From an optimization exercise on the open Yosys and OpenROAD flow, aimed at a short achievable clock period and few clock cycles; shortcuts taken in it are not production practice.
The RTL was checked by simulation tests, not by an equivalence proof against the original design.

## the previous run
## one_hz_cpu
module one_hz_cpu (
    input  logic        clk,
    input  logic        rst,
    output logic [31:0] pc,
    input  logic [31:0] inst_rdata,
    output logic        inst_read,
    input  logic        inst_resp,
    output logic [31:0] data_address,
    input  logic [31:0] data_rdata,
    output logic [31:0] data_wdata,
    output logic        data_read,
    output logic        data_write,
    output logic [3:0]  data_mbe,
    input  logic        data_resp
);
Size: roughly 170 I/O pins, ~260,000 um^2 of cells after synthesis.
export LEC_CHECK = 0
export ABC_CLOCK_PERIOD_IN_PS = 3000
export CAP_MARGIN = 20
export CORE_MARGIN = 2
export CORE_UTILIZATION = 40
export SLEW_MARGIN = 20
export SYNTH_HIERARCHICAL = 1
create_clock -name core_clock -period 10.0 [get_ports {clk}]
standard.sh (not shown) runs the stock make flow with config.mk's settings and CLKGATE_MAP_FILE= SYNTH_SCRIPT=/design/flow/synth_recipe.tcl, a recipe that flattens the netlist after the stock synthesis.
==> flow/flow/run.sh <==
#!/bin/bash
set -euo pipefail
bash standard.sh SETUP_SLACK_MARGIN=8 TNS_END_PERCENT=5 finish > flow_make.log 2>&1
The previous run went all the way through the flow, and no timing, DRC or antenna check failed.
Testbench counts of the previous run, summed over its fixed seeds: cycles 166,997.
Input changes introduced in the current run (baseline for comparison: the previous run):
--- a/flow/design.v
+++ b/flow/design.v
@@ -131,12 +131,14 @@
     logic [31:0] ex_jexp;
     logic        ex_load, ex_store, ex_wen;
     logic [4:0]  ex_rd;
     logic        m_valid, m_wen, m_load;
     logic [4:0]  m_rd;
     logic [31:0] m_res;
+    logic [31:0] m_resn;         
+    logic [31:0] m_res2;         
     logic [2:0]  m_f3;
     logic [1:0]  m_alo;
     logic        dbusy;
     logic        w_valid, w_wen, w_load;
     logic [4:0]  w_rd;
     logic [31:0] w_res;
@@ -395,16 +397,17 @@
     logic        w_we;
     assign w_we = w_valid & w_wen & ~w_load;
     logic ex_fwd_ok, m_fwd_ok;
     assign ex_fwd_ok = ex_valid & ex_wen & ~ex_load;
     assign m_fwd_ok  = m_valid & m_wen & ~m_load;
     logic [31:0] r1, r2;
-    assign r1 = (rs1 == 5'd0) ? 32'd0 : (m_fwd_ok && m_rd == rs1) ? m_res :
+    assign m_res2 = ~m_resn;
+    assign r1 = (rs1 == 5'd0) ? 32'd0 : (m_fwd_ok && m_rd == rs1) ? m_res2 :
                 (w_we && w_rd == rs1) ? w_res :
                 (l_we && l_rd == rs1) ? l_data : rf[rs1];
-    assign r2 = (rs2 == 5'd0) ? 32'd0 : (m_fwd_ok && m_rd == rs2) ? m_res :
+    assign r2 = (rs2 == 5'd0) ? 32'd0 : (m_fwd_ok && m_rd == rs2) ? m_res2 :
                 (w_we && w_rd == rs2) ? w_res :
                 (l_we && l_rd == rs2) ? l_data : rf[rs2];
     logic interlock;
     assign interlock = ((ex_valid & ex_wen & ex_load) &
                         ((use1 & (ex_rd == rs1)) | (use2 & (ex_rd == rs2)))) |
                        ((m_valid & m_wen & m_load) &
@@ -469,13 +472,13 @@
             ex_rd    <= rd;
         end
     end
     logic [31:0] a, b, s;
     assign a = ex_am ? m_res : ex_a;
     assign b = ex_bm ? m_res : ex_b;
-    assign s = ex_sm ? m_res : ex_s;
+    assign s = ex_sm ? m_res2 : ex_s;
     logic [31:0] sum, diff, alu_out;
     logic        slt, sltu;
     logic [31:0] sum_rr, sum_mr, sum_rm, sum_mm;
     logic [32:0] dif_rr, dif_mr, dif_rm;
     logic c_rr, c_mr, c_rm;
     ks_add32 add_rr (.a(ex_a), .b(ex_b), .cin(1'b0), .s(sum_rr), .cout());
@@ -512,14 +515,14 @@
                      ({32{ex_op[8]}} & (a | b)) |
                      ({32{ex_op[9]}} & (a & b)) |
                      ({32{ex_op[10]}} & {ex_pc4, 2'b00});
     logic eq, blt, bltu, taken;
     logic        eq_rr, eq_mr, eq_rm, lu_rr, lu_mr, lu_rm, ls_rr, ls_mr, ls_rm;
     cmp32 cmp_rr (.a(ex_a), .b(ex_s), .ltu(lu_rr), .lts(ls_rr), .eq(eq_rr));
-    cmp32 cmp_mr (.a(m_res), .b(ex_s), .ltu(lu_mr), .lts(ls_mr), .eq(eq_mr));
-    cmp32 cmp_rm (.a(ex_a), .b(m_res), .ltu(lu_rm), .lts(ls_rm), .eq(eq_rm));
+    cmp32 cmp_mr (.a(m_res2), .b(ex_s), .ltu(lu_mr), .lts(ls_mr), .eq(eq_mr));
+    cmp32 cmp_rm (.a(ex_a), .b(m_res2), .ltu(lu_rm), .lts(ls_rm), .eq(eq_rm));
     assign eq   = ex_am ? (ex_sm ? 1'b1 : eq_mr) : (ex_sm ? eq_rm : eq_rr);
     assign bltu = ex_am ? (ex_sm ? 1'b0 : lu_mr) : (ex_sm ? lu_rm : lu_rr);
     assign blt  = ex_am ? (ex_sm ? 1'b0 : ls_mr) : (ex_sm ? ls_rm : ls_rr);
     always_comb begin
         case (ex_f3)
             3'd0:    taken = eq;
@@ -531,13 +534,13 @@
         endcase
     end
     logic ex_tgtmis;
     assign ex_tgtmis = ex_pn != ex_tgt;
     logic jeq_r, jeq_m;
     assign jeq_r = ex_a == ex_jexp;
-    assign jeq_m = m_res == ex_jexp;
+    assign jeq_m = m_res2 == ex_jexp;
     logic mispred;
     always_comb begin
         if (ex_br)        mispred = (taken != ex_pt) | (taken & ex_tgtmis);
         else if (ex_jal)  mispred = ex_tgtmis;
         else if (ex_jalr) mispred = ~ex_pt | ~(ex_am ? jeq_m : jeq_r);
         else              mispred = 1'b0;
@@ -660,12 +663,13 @@
     always_ff @(posedge clk) begin
         if (~freeze) begin
             m_wen        <= ex_wen;
             m_load       <= ex_load;
             m_rd         <= ex_rd;
             m_res        <= alu_out;
+            m_resn       <= ~alu_out;
             m_f3         <= ex_f3;
             m_alo        <= alo;
             data_address <= {sum[31:2], 2'b00};
             data_mbe     <= mbe;
             data_wdata   <= wd;
         end
@@ -684,13 +688,13 @@
     end
     always_ff @(posedge clk) begin
         if (~freeze) begin
             w_wen  <= m_wen;
             w_load <= m_load;
             w_rd   <= m_rd;
-            w_res  <= m_res;
+            w_res  <= m_res2;
             w_f3   <= m_f3;
             w_alo  <= m_alo;
         end
     end
     logic [7:0]  lb;
     logic [15:0] lh;
## What came out
- [the current run] layout overhead on the synthesized area fell 1.5 points relative to the previous run
- Per the comparison of the current run with the previous run, worst setup slack has decreased; maximum VDD drop has decreased; design area has decreased; wire length has remained practically unchanged.
- Area taken by flip-flops and latches delta for the current run relative to the previous run: 950 um^2 higher
Testbench counts of the current run, summed over its fixed seeds: cycles 166,997.

[re-timing with driven ports]
The flow's constraints put no driver on any port. The routed layouts listed below were extracted and timed again, unchanged, in two steps.
Step 1 assumes that a clkbuf_16 drives the clock port and a buf_2 every other input.
Step 2 times the ports against the registers' clock, not the clock port: input delays grow and output delays shrink by t, the midpoint of the rising clock arrivals with the driver on.
Three values: ideal ports, drivers, drivers and shift; two values: the first two.
run | t (ns) | slack for setup (ns) | hold slack, ns | worst data-port slew with drivers (ns) | cell pins on the clock port's net
the previous run | 1.269 | 5.900 / 5.900 / 5.037 | 0.341 / 0.341 / 0.341 | 0.06 | 1
the current run | 1.267 | 5.628 / 5.628 / 4.591 | 0.332 / 0.332 / 0.332 | 0.08 | 1
After both steps setup and hold are still met in every run listed. The setup slack of the current run, which loses most, moves by 0.000 ns with the drivers and by -1.037 ns with both steps.
